Context: an optimization exercise on an open-source flow, tuned for small area, a short achievable clock period and few clock cycles per item. The choices shown serve that exercise and are no tape-out recipe. No run shown here included a check of the RTL's function; only the layout flow was run. Power is estimated from default activity; no workload was simulated.

==> flow/design.v (outline; a module is shown in full before it is edited, if it fits) <==
// module tag: 865 lines
// module rsdp_tag: 29 lines
module rsdp_tag (
   input          clk,
   input          rst,
   input          start,
   input          csel,
   input          ssel,
   input  [237:0] b,
   input  [237:0] a,
   input  [135:0] y,
   input  [135:0] x,
   input  [6:0]   e,
   output         ready,
   output         done,
   output [6:0]   u
);
  // ...
==> flow/flow/run.sh <==
#!/bin/bash
# Standard ORFS layout (the standard.sh, unchanged synthesis), with the
# port buffers that global placement inserts made from buf_1 cells instead of
# the default delay buffers. Every input and output port still gets a buffer.
set -euo pipefail
export BUFFER_PORTS_ARGS="-buffer_cell sky130_fd_sc_hd__buf_1"
bash standard.sh > orfs_make.log 2>&1
==> flow/standard.sh <==
#!/bin/bash
# synth_recipe.tcl (not shown) runs the flow's synth.tcl, then flattens the netlist and writes it again
# the make line also repeats each setting of config.mk as NAME=value (left out here)
make -C /OpenROAD-flow-scripts/flow DESIGN_CONFIG=/design/flow/config.mk WORK_HOME=/design/flow/orfs CLKGATE_MAP_FILE= SYNTH_SCRIPT=/design/flow/synth_recipe.tcl "${@:-finish}"
==> flow/config.mk <==
export PLATFORM = sky130hd
export DESIGN_NAME = rsdp_tag
export DESIGN_NICKNAME = rsdp_tag
export VERILOG_FILES = /design/flow/design.v
export SDC_FILE = /design/flow/constraint.sdc
export NUM_CORES = 4
export LEC_CHECK = 0
export CAP_MARGIN = 20
export CORE_MARGIN = 2
export CORE_UTILIZATION = 35
export SLEW_MARGIN = 20
==> flow/constraint.sdc <==
create_clock -name core_clock -period 8.0 [get_ports {clk}]
set_input_delay 1.6000 -clock core_clock [delete_from_list [all_inputs] [get_ports {clk}]]
set_output_delay 1.6000 -clock core_clock [all_outputs]
set_load 0.01 [all_outputs]
==> qor.csv, run 1 <==
stage;metric;value;unit
power_and_ir_drop;share_comb_of_total_power;0.923;
power_and_ir_drop;switchingPower;10.5;mW
worst_setup_path;reg2reg_depth;13;
worst_setup_path;regToRegSetupSlack;3.48;ns
synth;synthSimpleGateAreaFrac;0.127;
finish;seq_cells;86;
finish;syn2layout_area_growth;15.2;%
finish;buffers;802;
worst_setup_path;path_delay_family;adder cells;
synth;synthAdderAreaFrac;0.175;
power_and_ir_drop;p_comb;17.6;mW
cts;cts_root_buf;clkbuf_16;
status;status;complete, no violations;
synth;yosys_warnings;2;
finish;largest_reg_flops;7;
finish;top_regs;core.ur: 7 flops, vld: 2 flops;
synth;avgSynthCellArea;8.97;µm²
finish;nClkBuffers;10;
cts;cts_made_buffers;9;
synth;synthTopCellsByArea;fa_1 17%, mux2_2 12%, mux2i_1 9.5%;
drt;top_layer;met5;
cts;cts_tree;built;
drt;first_iter_violations;2196;
power_and_ir_drop;ir_drop;2.49;mV
worst_setup_path;startpoint_type;input pin;
worst_hold_path;min_path_type;register to register;
global_routing;grt_pass1_vias;26800;
worst_setup_path;slowest_stage;clkbuf_4;
timing;max_freq;171;MHz
synth;yosysMostFrequentCell;mux2_2;
finish;fin_util;0.407;
floorplan;rows;102;
floorplan;die_h;284;µm
drt;wire_per_inst;23.6;µm
finish;layout_common_cells;765 x buf_1, 286 x mux2_2, 277 x inv_1;
worst_setup_path;regToRegStartpoint;core.q1_0_2$_DFF_P_;
==> inputs of run 2 (changes only) <==
--- a/flow/design.v
+++ b/flow/design.v
@@ -84,218 +84,218 @@
    reg q1_6_6;
    reg q1_6_7;
    reg q1_6_8;
    reg q1_6_9;
    reg q1_6_10;
    reg [6:0] ur;
    wire [6:0] c0 = csel ? a[6:0] : b[6:0];
    wire [3:0] k0 = ssel ? x[3:0] : y[3:0];
-   wire [6:0] r0a = k0[0] ? {c0[5:0], c0[6]} : c0;
+   wire [6:0] n0 = c0 ^ {7{k0[3]}};
+   wire [6:0] r0a = k0[0] ? {n0[5:0], n0[6]} : n0;
    wire [6:0] r0b = k0[1] ? {r0a[4:0], r0a[6:5]} : r0a;
-   wire [6:0] r0c = k0[2] ? {r0b[2:0], r0b[6:3]} : r0b;
-   wire [6:0] t0 = r0c ^ {7{k0[3]}};
+   wire [6:0] t0 = k0[2] ? {r0b[2:0], r0b[6:3]} : r0b;
    wire [6:0] c1 = csel ? a[13:7] : b[13:7];
    wire [3:0] k1 = ssel ? x[7:4] : y[7:4];
-   wire [6:0] r1a = k1[0] ? {c1[5:0], c1[6]} : c1;
+   wire [6:0] n1 = c1 ^ {7{k1[3]}};
+   wire [6:0] r1a = k1[0] ? {n1[5:0], n1[6]} : n1;
    wire [6:0] r1b = k1[1] ? {r1a[4:0], r1a[6:5]} : r1a;
-   wire [6:0] r1c = k1[2] ? {r1b[2:0], r1b[6:3]} : r1b;
-   wire [6:0] t1 = r1c ^ {7{k1[3]}};
+   wire [6:0] t1 = k1[2] ? {r1b[2:0], r1b[6:3]} : r1b;
    wire [6:0] c2 = csel ? a[20:14] : b[20:14];
    wire [3:0] k2 = ssel ? x[11:8] : y[11:8];
-   wire [6:0] r2a = k2[0] ? {c2[5:0], c2[6]} : c2;
+   wire [6:0] n2 = c2 ^ {7{k2[3]}};
+   wire [6:0] r2a = k2[0] ? {n2[5:0], n2[6]} : n2;
    wire [6:0] r2b = k2[1] ? {r2a[4:0], r2a[6:5]} : r2a;
-   wire [6:0] r2c = k2[2] ? {r2b[2:0], r2b[6:3]} : r2b;
-   wire [6:0] t2 = r2c ^ {7{k2[3]}};
+   wire [6:0] t2 = k2[2] ? {r2b[2:0], r2b[6:3]} : r2b;
    wire [6:0] c3 = csel ? a[27:21] : b[27:21];
    wire [3:0] k3 = ssel ? x[15:12] : y[15:12];
-   wire [6:0] r3a = k3[0] ? {c3[5:0], c3[6]} : c3;
+   wire [6:0] n3 = c3 ^ {7{k3[3]}};
+   wire [6:0] r3a = k3[0] ? {n3[5:0], n3[6]} : n3;
    wire [6:0] r3b = k3[1] ? {r3a[4:0], r3a[6:5]} : r3a;
-   wire [6:0] r3c = k3[2] ? {r3b[2:0], r3b[6:3]} : r3b;
-   wire [6:0] t3 = r3c ^ {7{k3[3]}};
+   wire [6:0] t3 = k3[2] ? {r3b[2:0], r3b[6:3]} : r3b;
    wire [6:0] c4 = csel ? a[34:28] : b[34:28];
    wire [3:0] k4 = ssel ? x[19:16] : y[19:16];
-   wire [6:0] r4a = k4[0] ? {c4[5:0], c4[6]} : c4;
+   wire [6:0] n4 = c4 ^ {7{k4[3]}};
+   wire [6:0] r4a = k4[0] ? {n4[5:0], n4[6]} : n4;
    wire [6:0] r4b = k4[1] ? {r4a[4:0], r4a[6:5]} : r4a;
-   wire [6:0] r4c = k4[2] ? {r4b[2:0], r4b[6:3]} : r4b;
-   wire [6:0] t4 = r4c ^ {7{k4[3]}};
+   wire [6:0] t4 = k4[2] ? {r4b[2:0], r4b[6:3]} : r4b;
    wire [6:0] c5 = csel ? a[41:35] : b[41:35];
    wire [3:0] k5 = ssel ? x[23:20] : y[23:20];
-   wire [6:0] r5a = k5[0] ? {c5[5:0], c5[6]} : c5;
+   wire [6:0] n5 = c5 ^ {7{k5[3]}};
+   wire [6:0] r5a = k5[0] ? {n5[5:0], n5[6]} : n5;
    wire [6:0] r5b = k5[1] ? {r5a[4:0], r5a[6:5]} : r5a;
-   wire [6:0] r5c = k5[2] ? {r5b[2:0], r5b[6:3]} : r5b;
-   wire [6:0] t5 = r5c ^ {7{k5[3]}};
+   wire [6:0] t5 = k5[2] ? {r5b[2:0], r5b[6:3]} : r5b;
    wire [6:0] c6 = csel ? a[48:42] : b[48:42];
    wire [3:0] k6 = ssel ? x[27:24] : y[27:24];
-   wire [6:0] r6a = k6[0] ? {c6[5:0], c6[6]} : c6;
+   wire [6:0] n6 = c6 ^ {7{k6[3]}};
+   wire [6:0] r6a = k6[0] ? {n6[5:0], n6[6]} : n6;
    wire [6:0] r6b = k6[1] ? {r6a[4:0], r6a[6:5]} : r6a;
-   wire [6:0] r6c = k6[2] ? {r6b[2:0], r6b[6:3]} : r6b;
-   wire [6:0] t6 = r6c ^ {7{k6[3]}};
+   wire [6:0] t6 = k6[2] ? {r6b[2:0], r6b[6:3]} : r6b;
    wire [6:0] c7 = csel ? a[55:49] : b[55:49];
    wire [3:0] k7 = ssel ? x[31:28] : y[31:28];
-   wire [6:0] r7a = k7[0] ? {c7[5:0], c7[6]} : c7;
+   wire [6:0] n7 = c7 ^ {7{k7[3]}};
+   wire [6:0] r7a = k7[0] ? {n7[5:0], n7[6]} : n7;
    wire [6:0] r7b = k7[1] ? {r7a[4:0], r7a[6:5]} : r7a;
-   wire [6:0] r7c = k7[2] ? {r7b[2:0], r7b[6:3]} : r7b;
-   wire [6:0] t7 = r7c ^ {7{k7[3]}};
+   wire [6:0] t7 = k7[2] ? {r7b[2:0], r7b[6:3]} : r7b;
    wire [6:0] c8 = csel ? a[62:56] : b[62:56];
    wire [3:0] k8 = ssel ? x[35:32] : y[35:32];
-   wire [6:0] r8a = k8[0] ? {c8[5:0], c8[6]} : c8;
+   wire [6:0] n8 = c8 ^ {7{k8[3]}};
+   wire [6:0] r8a = k8[0] ? {n8[5:0], n8[6]} : n8;
    wire [6:0] r8b = k8[1] ? {r8a[4:0], r8a[6:5]} : r8a;
-   wire [6:0] r8c = k8[2] ? {r8b[2:0], r8b[6:3]} : r8b;
-   wire [6:0] t8 = r8c ^ {7{k8[3]}};
+   wire [6:0] t8 = k8[2] ? {r8b[2:0], r8b[6:3]} : r8b;
    wire [6:0] c9 = csel ? a[69:63] : b[69:63];
    wire [3:0] k9 = ssel ? x[39:36] : y[39:36];
-   wire [6:0] r9a = k9[0] ? {c9[5:0], c9[6]} : c9;
+   wire [6:0] n9 = c9 ^ {7{k9[3]}};
+   wire [6:0] r9a = k9[0] ? {n9[5:0], n9[6]} : n9;
    wire [6:0] r9b = k9[1] ? {r9a[4:0], r9a[6:5]} : r9a;
-   wire [6:0] r9c = k9[2] ? {r9b[2:0], r9b[6:3]} : r9b;
-   wire [6:0] t9 = r9c ^ {7{k9[3]}};
+   wire [6:0] t9 = k9[2] ? {r9b[2:0], r9b[6:3]} : r9b;
    wire [6:0] c10 = csel ? a[76:70] : b[76:70];
    wire [3:0] k10 = ssel ? x[43:40] : y[43:40];
-   wire [6:0] r10a = k10[0] ? {c10[5:0], c10[6]} : c10;
+   wire [6:0] n10 = c10 ^ {7{k10[3]}};
+   wire [6:0] r10a = k10[0] ? {n10[5:0], n10[6]} : n10;
    wire [6:0] r10b = k10[1] ? {r10a[4:0], r10a[6:5]} : r10a;
-   wire [6:0] r10c = k10[2] ? {r10b[2:0], r10b[6:3]} : r10b;
-   wire [6:0] t10 = r10c ^ {7{k10[3]}};
+   wire [6:0] t10 = k10[2] ? {r10b[2:0], r10b[6:3]} : r10b;
    wire [6:0] c11 = csel ? a[83:77] : b[83:77];
    wire [3:0] k11 = ssel ? x[47:44] : y[47:44];
-   wire [6:0] r11a = k11[0] ? {c11[5:0], c11[6]} : c11;
+   wire [6:0] n11 = c11 ^ {7{k11[3]}};
+   wire [6:0] r11a = k11[0] ? {n11[5:0], n11[6]} : n11;
    wire [6:0] r11b = k11[1] ? {r11a[4:0], r11a[6:5]} : r11a;
-   wire [6:0] r11c = k11[2] ? {r11b[2:0], r11b[6:3]} : r11b;
-   wire [6:0] t11 = r11c ^ {7{k11[3]}};
+   wire [6:0] t11 = k11[2] ? {r11b[2:0], r11b[6:3]} : r11b;
    wire [6:0] c12 = csel ? a[90:84] : b[90:84];
    wire [3:0] k12 = ssel ? x[51:48] : y[51:48];
-   wire [6:0] r12a = k12[0] ? {c12[5:0], c12[6]} : c12;
+   wire [6:0] n12 = c12 ^ {7{k12[3]}};
+   wire [6:0] r12a = k12[0] ? {n12[5:0], n12[6]} : n12;
    wire [6:0] r12b = k12[1] ? {r12a[4:0], r12a[6:5]} : r12a;
-   wire [6:0] r12c = k12[2] ? {r12b[2:0], r12b[6:3]} : r12b;
-   wire [6:0] t12 = r12c ^ {7{k12[3]}};
+   wire [6:0] t12 = k12[2] ? {r12b[2:0], r12b[6:3]} : r12b;
    wire [6:0] c13 = csel ? a[97:91] : b[97:91];
    wire [3:0] k13 = ssel ? x[55:52] : y[55:52];
-   wire [6:0] r13a = k13[0] ? {c13[5:0], c13[6]} : c13;
+   wire [6:0] n13 = c13 ^ {7{k13[3]}};
+   wire [6:0] r13a = k13[0] ? {n13[5:0], n13[6]} : n13;
    wire [6:0] r13b = k13[1] ? {r13a[4:0], r13a[6:5]} : r13a;
-   wire [6:0] r13c = k13[2] ? {r13b[2:0], r13b[6:3]} : r13b;
-   wire [6:0] t13 = r13c ^ {7{k13[3]}};
+   wire [6:0] t13 = k13[2] ? {r13b[2:0], r13b[6:3]} : r13b;
    wire [6:0] c14 = csel ? a[104:98] : b[104:98];
    wire [3:0] k14 = ssel ? x[59:56] : y[59:56];
-   wire [6:0] r14a = k14[0] ? {c14[5:0], c14[6]} : c14;
+   wire [6:0] n14 = c14 ^ {7{k14[3]}};
+   wire [6:0] r14a = k14[0] ? {n14[5:0], n14[6]} : n14;
    wire [6:0] r14b = k14[1] ? {r14a[4:0], r14a[6:5]} : r14a;
-   wire [6:0] r14c = k14[2] ? {r14b[2:0], r14b[6:3]} : r14b;
-   wire [6:0] t14 = r14c ^ {7{k14[3]}};
+   wire [6:0] t14 = k14[2] ? {r14b[2:0], r14b[6:3]} : r14b;
    wire [6:0] c15 = csel ? a[111:105] : b[111:105];
    wire [3:0] k15 = ssel ? x[63:60] : y[63:60];
-   wire [6:0] r15a = k15[0] ? {c15[5:0], c15[6]} : c15;
+   wire [6:0] n15 = c15 ^ {7{k15[3]}};
+   wire [6:0] r15a = k15[0] ? {n15[5:0], n15[6]} : n15;
    wire [6:0] r15b = k15[1] ? {r15a[4:0], r15a[6:5]} : r15a;
-   wire [6:0] r15c = k15[2] ? {r15b[2:0], r15b[6:3]} : r15b;
-   wire [6:0] t15 = r15c ^ {7{k15[3]}};
+   wire [6:0] t15 = k15[2] ? {r15b[2:0], r15b[6:3]} : r15b;
    wire [6:0] c16 = csel ? a[118:112] : b[118:112];
    wire [3:0] k16 = ssel ? x[67:64] : y[67:64];
-   wire [6:0] r16a = k16[0] ? {c16[5:0], c16[6]} : c16;
+   wire [6:0] n16 = c16 ^ {7{k16[3]}};
+   wire [6:0] r16a = k16[0] ? {n16[5:0], n16[6]} : n16;
    wire [6:0] r16b = k16[1] ? {r16a[4:0], r16a[6:5]} : r16a;
-   wire [6:0] r16c = k16[2] ? {r16b[2:0], r16b[6:3]} : r16b;
-   wire [6:0] t16 = r16c ^ {7{k16[3]}};
+   wire [6:0] t16 = k16[2] ? {r16b[2:0], r16b[6:3]} : r16b;
    wire [6:0] c17 = csel ? a[125:119] : b[125:119];
    wire [3:0] k17 = ssel ? x[71:68] : y[71:68];
-   wire [6:0] r17a = k17[0] ? {c17[5:0], c17[6]} : c17;
+   wire [6:0] n17 = c17 ^ {7{k17[3]}};
+   wire [6:0] r17a = k17[0] ? {n17[5:0], n17[6]} : n17;
    wire [6:0] r17b = k17[1] ? {r17a[4:0], r17a[6:5]} : r17a;
-   wire [6:0] r17c = k17[2] ? {r17b[2:0], r17b[6:3]} : r17b;
-   wire [6:0] t17 = r17c ^ {7{k17[3]}};
+   wire [6:0] t17 = k17[2] ? {r17b[2:0], r17b[6:3]} : r17b;
    wire [6:0] c18 = csel ? a[132:126] : b[132:126];
    wire [3:0] k18 = ssel ? x[75:72] : y[75:72];
-   wire [6:0] r18a = k18[0] ? {c18[5:0], c18[6]} : c18;
+   wire [6:0] n18 = c18 ^ {7{k18[3]}};
+   wire [6:0] r18a = k18[0] ? {n18[5:0], n18[6]} : n18;
    wire [6:0] r18b = k18[1] ? {r18a[4:0], r18a[6:5]} : r18a;
-   wire [6:0] r18c = k18[2] ? {r18b[2:0], r18b[6:3]} : r18b;
-   wire [6:0] t18 = r18c ^ {7{k18[3]}};
+   wire [6:0] t18 = k18[2] ? {r18b[2:0], r18b[6:3]} : r18b;
    wire [6:0] c19 = csel ? a[139:133] : b[139:133];
    wire [3:0] k19 = ssel ? x[79:76] : y[79:76];
-   wire [6:0] r19a = k19[0] ? {c19[5:0], c19[6]} : c19;
+   wire [6:0] n19 = c19 ^ {7{k19[3]}};
+   wire [6:0] r19a = k19[0] ? {n19[5:0], n19[6]} : n19;
    wire [6:0] r19b = k19[1] ? {r19a[4:0], r19a[6:5]} : r19a;
-   wire [6:0] r19c = k19[2] ? {r19b[2:0], r19b[6:3]} : r19b;
-   wire [6:0] t19 = r19c ^ {7{k19[3]}};
+   wire [6:0] t19 = k19[2] ? {r19b[2:0], r19b[6:3]} : r19b;
    wire [6:0] c20 = csel ? a[146:140] : b[146:140];
    wire [3:0] k20 = ssel ? x[83:80] : y[83:80];
-   wire [6:0] r20a = k20[0] ? {c20[5:0], c20[6]} : c20;
+   wire [6:0] n20 = c20 ^ {7{k20[3]}};
+   wire [6:0] r20a = k20[0] ? {n20[5:0], n20[6]} : n20;
    wire [6:0] r20b = k20[1] ? {r20a[4:0], r20a[6:5]} : r20a;
-   wire [6:0] r20c = k20[2] ? {r20b[2:0], r20b[6:3]} : r20b;
-   wire [6:0] t20 = r20c ^ {7{k20[3]}};
+   wire [6:0] t20 = k20[2] ? {r20b[2:0], r20b[6:3]} : r20b;
    wire [6:0] c21 = csel ? a[153:147] : b[153:147];
    wire [3:0] k21 = ssel ? x[87:84] : y[87:84];
-   wire [6:0] r21a = k21[0] ? {c21[5:0], c21[6]} : c21;
+   wire [6:0] n21 = c21 ^ {7{k21[3]}};
+   wire [6:0] r21a = k21[0] ? {n21[5:0], n21[6]} : n21;
    wire [6:0] r21b = k21[1] ? {r21a[4:0], r21a[6:5]} : r21a;
-   wire [6:0] r21c = k21[2] ? {r21b[2:0], r21b[6:3]} : r21b;
-   wire [6:0] t21 = r21c ^ {7{k21[3]}};
+   wire [6:0] t21 = k21[2] ? {r21b[2:0], r21b[6:3]} : r21b;
    wire [6:0] c22 = csel ? a[160:154] : b[160:154];
    wire [3:0] k22 = ssel ? x[91:88] : y[91:88];
-   wire [6:0] r22a = k22[0] ? {c22[5:0], c22[6]} : c22;
+   wire [6:0] n22 = c22 ^ {7{k22[3]}};
+   wire [6:0] r22a = k22[0] ? {n22[5:0], n22[6]} : n22;
    wire [6:0] r22b = k22[1] ? {r22a[4:0], r22a[6:5]} : r22a;
-   wire [6:0] r22c = k22[2] ? {r22b[2:0], r22b[6:3]} : r22b;
-   wire [6:0] t22 = r22c ^ {7{k22[3]}};
+   wire [6:0] t22 = k22[2] ? {r22b[2:0], r22b[6:3]} : r22b;
    wire [6:0] c23 = csel ? a[167:161] : b[167:161];
    wire [3:0] k23 = ssel ? x[95:92] : y[95:92];
-   wire [6:0] r23a = k23[0] ? {c23[5:0], c23[6]} : c23;
+   wire [6:0] n23 = c23 ^ {7{k23[3]}};
+   wire [6:0] r23a = k23[0] ? {n23[5:0], n23[6]} : n23;
    wire [6:0] r23b = k23[1] ? {r23a[4:0], r23a[6:5]} : r23a;
-   wire [6:0] r23c = k23[2] ? {r23b[2:0], r23b[6:3]} : r23b;
-   wire [6:0] t23 = r23c ^ {7{k23[3]}};
+   wire [6:0] t23 = k23[2] ? {r23b[2:0], r23b[6:3]} : r23b;
    wire [6:0] c24 = csel ? a[174:168] : b[174:168];
    wire [3:0] k24 = ssel ? x[99:96] : y[99:96];
-   wire [6:0] r24a = k24[0] ? {c24[5:0], c24[6]} : c24;
+   wire [6:0] n24 = c24 ^ {7{k24[3]}};
+   wire [6:0] r24a = k24[0] ? {n24[5:0], n24[6]} : n24;
    wire [6:0] r24b = k24[1] ? {r24a[4:0], r24a[6:5]} : r24a;
-   wire [6:0] r24c = k24[2] ? {r24b[2:0], r24b[6:3]} : r24b;
-   wire [6:0] t24 = r24c ^ {7{k24[3]}};
+   wire [6:0] t24 = k24[2] ? {r24b[2:0], r24b[6:3]} : r24b;
    wire [6:0] c25 = csel ? a[181:175] : b[181:175];
    wire [3:0] k25 = ssel ? x[103:100] : y[103:100];
-   wire [6:0] r25a = k25[0] ? {c25[5:0], c25[6]} : c25;
+   wire [6:0] n25 = c25 ^ {7{k25[3]}};
+   wire [6:0] r25a = k25[0] ? {n25[5:0], n25[6]} : n25;
    wire [6:0] r25b = k25[1] ? {r25a[4:0], r25a[6:5]} : r25a;
-   wire [6:0] r25c = k25[2] ? {r25b[2:0], r25b[6:3]} : r25b;
-   wire [6:0] t25 = r25c ^ {7{k25[3]}};
+   wire [6:0] t25 = k25[2] ? {r25b[2:0], r25b[6:3]} : r25b;
    wire [6:0] c26 = csel ? a[188:182] : b[188:182];
    wire [3:0] k26 = ssel ? x[107:104] : y[107:104];
-   wire [6:0] r26a = k26[0] ? {c26[5:0], c26[6]} : c26;
+   wire [6:0] n26 = c26 ^ {7{k26[3]}};
+   wire [6:0] r26a = k26[0] ? {n26[5:0], n26[6]} : n26;
    wire [6:0] r26b = k26[1] ? {r26a[4:0], r26a[6:5]} : r26a;
-   wire [6:0] r26c = k26[2] ? {r26b[2:0], r26b[6:3]} : r26b;
-   wire [6:0] t26 = r26c ^ {7{k26[3]}};
+   wire [6:0] t26 = k26[2] ? {r26b[2:0], r26b[6:3]} : r26b;
    wire [6:0] c27 = csel ? a[195:189] : b[195:189];
    wire [3:0] k27 = ssel ? x[111:108] : y[111:108];
-   wire [6:0] r27a = k27[0] ? {c27[5:0], c27[6]} : c27;
+   wire [6:0] n27 = c27 ^ {7{k27[3]}};
+   wire [6:0] r27a = k27[0] ? {n27[5:0], n27[6]} : n27;
    wire [6:0] r27b = k27[1] ? {r27a[4:0], r27a[6:5]} : r27a;
-   wire [6:0] r27c = k27[2] ? {r27b[2:0], r27b[6:3]} : r27b;
-   wire [6:0] t27 = r27c ^ {7{k27[3]}};
+   wire [6:0] t27 = k27[2] ? {r27b[2:0], r27b[6:3]} : r27b;
    wire [6:0] c28 = csel ? a[202:196] : b[202:196];
    wire [3:0] k28 = ssel ? x[115:112] : y[115:112];
-   wire [6:0] r28a = k28[0] ? {c28[5:0], c28[6]} : c28;
+   wire [6:0] n28 = c28 ^ {7{k28[3]}};
+   wire [6:0] r28a = k28[0] ? {n28[5:0], n28[6]} : n28;
    wire [6:0] r28b = k28[1] ? {r28a[4:0], r28a[6:5]} : r28a;
-   wire [6:0] r28c = k28[2] ? {r28b[2:0], r28b[6:3]} : r28b;
-   wire [6:0] t28 = r28c ^ {7{k28[3]}};
+   wire [6:0] t28 = k28[2] ? {r28b[2:0], r28b[6:3]} : r28b;
    wire [6:0] c29 = csel ? a[209:203] : b[209:203];
    wire [3:0] k29 = ssel ? x[119:116] : y[119:116];
-   wire [6:0] r29a = k29[0] ? {c29[5:0], c29[6]} : c29;
+   wire [6:0] n29 = c29 ^ {7{k29[3]}};
+   wire [6:0] r29a = k29[0] ? {n29[5:0], n29[6]} : n29;
    wire [6:0] r29b = k29[1] ? {r29a[4:0], r29a[6:5]} : r29a;
-   wire [6:0] r29c = k29[2] ? {r29b[2:0], r29b[6:3]} : r29b;
-   wire [6:0] t29 = r29c ^ {7{k29[3]}};
+   wire [6:0] t29 = k29[2] ? {r29b[2:0], r29b[6:3]} : r29b;
    wire [6:0] c30 = csel ? a[216:210] : b[216:210];
    wire [3:0] k30 = ssel ? x[123:120] : y[123:120];
-   wire [6:0] r30a = k30[0] ? {c30[5:0], c30[6]} : c30;
+   wire [6:0] n30 = c30 ^ {7{k30[3]}};
+   wire [6:0] r30a = k30[0] ? {n30[5:0], n30[6]} : n30;
    wire [6:0] r30b = k30[1] ? {r30a[4:0], r30a[6:5]} : r30a;
-   wire [6:0] r30c = k30[2] ? {r30b[2:0], r30b[6:3]} : r30b;
-   wire [6:0] t30 = r30c ^ {7{k30[3]}};
+   wire [6:0] t30 = k30[2] ? {r30b[2:0], r30b[6:3]} : r30b;
    wire [6:0] c31 = csel ? a[223:217] : b[223:217];
    wire [3:0] k31 = ssel ? x[127:124] : y[127:124];
-   wire [6:0] r31a = k31[0] ? {c31[5:0], c31[6]} : c31;
+   wire [6:0] n31 = c31 ^ {7{k31[3]}};
+   wire [6:0] r31a = k31[0] ? {n31[5:0], n31[6]} : n31;
    wire [6:0] r31b = k31[1] ? {r31a[4:0], r31a[6:5]} : r31a;
-   wire [6:0] r31c = k31[2] ? {r31b[2:0], r31b[6:3]} : r31b;
-   wire [6:0] t31 = r31c ^ {7{k31[3]}};
+   wire [6:0] t31 = k31[2] ? {r31b[2:0], r31b[6:3]} : r31b;
    wire [6:0] c32 = csel ? a[230:224] : b[230:224];
    wire [3:0] k32 = ssel ? x[131:128] : y[131:128];
-   wire [6:0] r32a = k32[0] ? {c32[5:0], c32[6]} : c32;
+   wire [6:0] n32 = c32 ^ {7{k32[3]}};
+   wire [6:0] r32a = k32[0] ? {n32[5:0], n32[6]} : n32;
    wire [6:0] r32b = k32[1] ? {r32a[4:0], r32a[6:5]} : r32a;
-   wire [6:0] r32c = k32[2] ? {r32b[2:0], r32b[6:3]} : r32b;
-   wire [6:0] t32 = r32c ^ {7{k32[3]}};
+   wire [6:0] t32 = k32[2] ? {r32b[2:0], r32b[6:3]} : r32b;
    wire [6:0] c33 = csel ? a[237:231] : b[237:231];
    wire [3:0] k33 = ssel ? x[135:132] : y[135:132];
-   wire [6:0] r33a = k33[0] ? {c33[5:0], c33[6]} : c33;
+   wire [6:0] n33 = c33 ^ {7{k33[3]}};
+   wire [6:0] r33a = k33[0] ? {n33[5:0], n33[6]} : n33;
    wire [6:0] r33b = k33[1] ? {r33a[4:0], r33a[6:5]} : r33a;
-   wire [6:0] r33c = k33[2] ? {r33b[2:0], r33b[6:3]} : r33b;
-   wire [6:0] t33 = r33c ^ {7{k33[3]}};
+   wire [6:0] t33 = k33[2] ? {r33b[2:0], r33b[6:3]} : r33b;
    wire s1_0_0 = t0[0] ^ t1[0] ^ t2[0];
    wire o1_0_0 = (t0[0] & t1[0]) | (t0[0] & t2[0]) | (t1[0] & t2[0]);
    wire s1_0_1 = t3[0] ^ t4[0] ^ t5[0];
    wire o1_0_1 = (t3[0] & t4[0]) | (t3[0] & t5[0]) | (t4[0] & t5[0]);
    wire s1_0_2 = t6[0] ^ t7[0] ^ t8[0];
    wire o1_0_2 = (t6[0] & t7[0]) | (t6[0] & t8[0]) | (t7[0] & t8[0]);
    wire s1_0_3 = t9[0] ^ t10[0] ^ t11[0];
    wire o1_0_3 = (t9[0] & t10[0]) | (t9[0] & t11[0]) | (t10[0] & t11[0]);
==> flow/config.mk (replaced) <==
export PLATFORM = sky130hd
export DESIGN_NAME = rsdp_tag
export DESIGN_NICKNAME = rsdp_tag
export VERILOG_FILES = /design/flow/design.v
export SDC_FILE = /design/flow/constraint.sdc
export NUM_CORES = 4
export LEC_CHECK = 0
export CAP_MARGIN = 20
export CORE_MARGIN = 2
export CORE_UTILIZATION = 55
export SLEW_MARGIN = 20
==> run 2 against run 1 <==
Synthesized cell count down 33%. The flow now stops in 3_2_place_iop. Area after synthesis down 20%.
==> qor.csv, run 2 <==
stage;metric;value;unit;change
status;status;aborted with a tool error;;was complete, no violations
status;failed_stage;3_2_place_iop;;
status;error;[ERROR PPL-0024] Number of IO pins (769) exceeds maximum number of available positions (730). Increase the die perimeter from 813.96um to 1045.84um.;;
synth;ys_seq_area_frac;0.0787;;was 0.0629
floorplan;rows;73;;was 102
synth;yosys_warnings;2;;unchanged
synth;synthTopCellsByArea;mux2i_1 43%, fa_1 21%, xor2_1 8.7%;;was fa_1 17%, mux2_2 12%, mux2i_1 9.5%
synth;syn_nets;3041;;was 4,056
synth;synthArstFlopShare;0;;unchanged
synth;netlist_area;21900;µm²;was 27,400 µm²
floorplan;initial_utilization;0.553;;was 0.353
synth;yosys-top-cells-count;935 x mux2i_1, 231 x fa_1, 228 x inv_1, 218 x xor2_1, 86 x dfxtp_1;;was 286 x mux2_2, 277 x inv_1, 259 x mux2i_1, 231 x fa_1, 196 x nor2_1
synth;avgSynthCellArea;10.7;µm²;was 8.97 µm²
synth;synthFlopType;dfxtp_1;;unchanged
synth;synth_cell_types;32;;was 74
synth;synth-seq-cells;86;;unchanged
synth;synth_top_area_share;0.428;;was 0.169
synth;synth_largest_area_cell;mux2i_1;;was fa_1
floorplan;die_h;203;µm;was 284 µm
floorplan;die_w;203;µm;was 284 µm
synth;synth_cells;2037;;was 3,052
synth;synth_edf_count;0;;unchanged
synth;yosysMostFrequentCell;mux2i_1;;was mux2_2
run 2: cells by family after synthesis:
| family | Yosys count | synth area share |
|---|---|---|
| DFF | 86 | 0.0787 |
| and+or+nand+nor | 12 | 0.00274 |
| AOI/OAI and AO/OA | 25 | 0.00720 |
| adders and majority gates | 244 | 0.219 |
| other | 1 | 0.000171 |
| xor gates and xnor gates | 245 | 0.0980 |
| muxes | 1088 | 0.527 |
| buffers and inverters | 336 | 0.0671 |

-- afterwards: timing with drivers on the ports --
How much do the figures lean on ideal ports? The routed layout below was timed once more, with nothing changed but the port constraints.
Step 1 assumes that a clkbuf_16 drives the clock port and a buf_2 every other input.
Step 2 also shifts input and output timing later by t, the mid clock arrival at the registers, as if the neighbouring blocks saw the same clock.
a / b / c = ideal / step 1 / step 2; a / b = the first two.
run: run 1
shift t [ns]: 0.386
setup slack, ns: 2.157 / 2.165 / 1.779
hold WS [ns]: 0.438 / 0.438 / 0.438
cell pins on the clock port's net: 1
After both steps run 1 still meets setup and hold. The setup slack of run 1 moves by +0.008 ns with the drivers and by -0.378 ns with both steps.
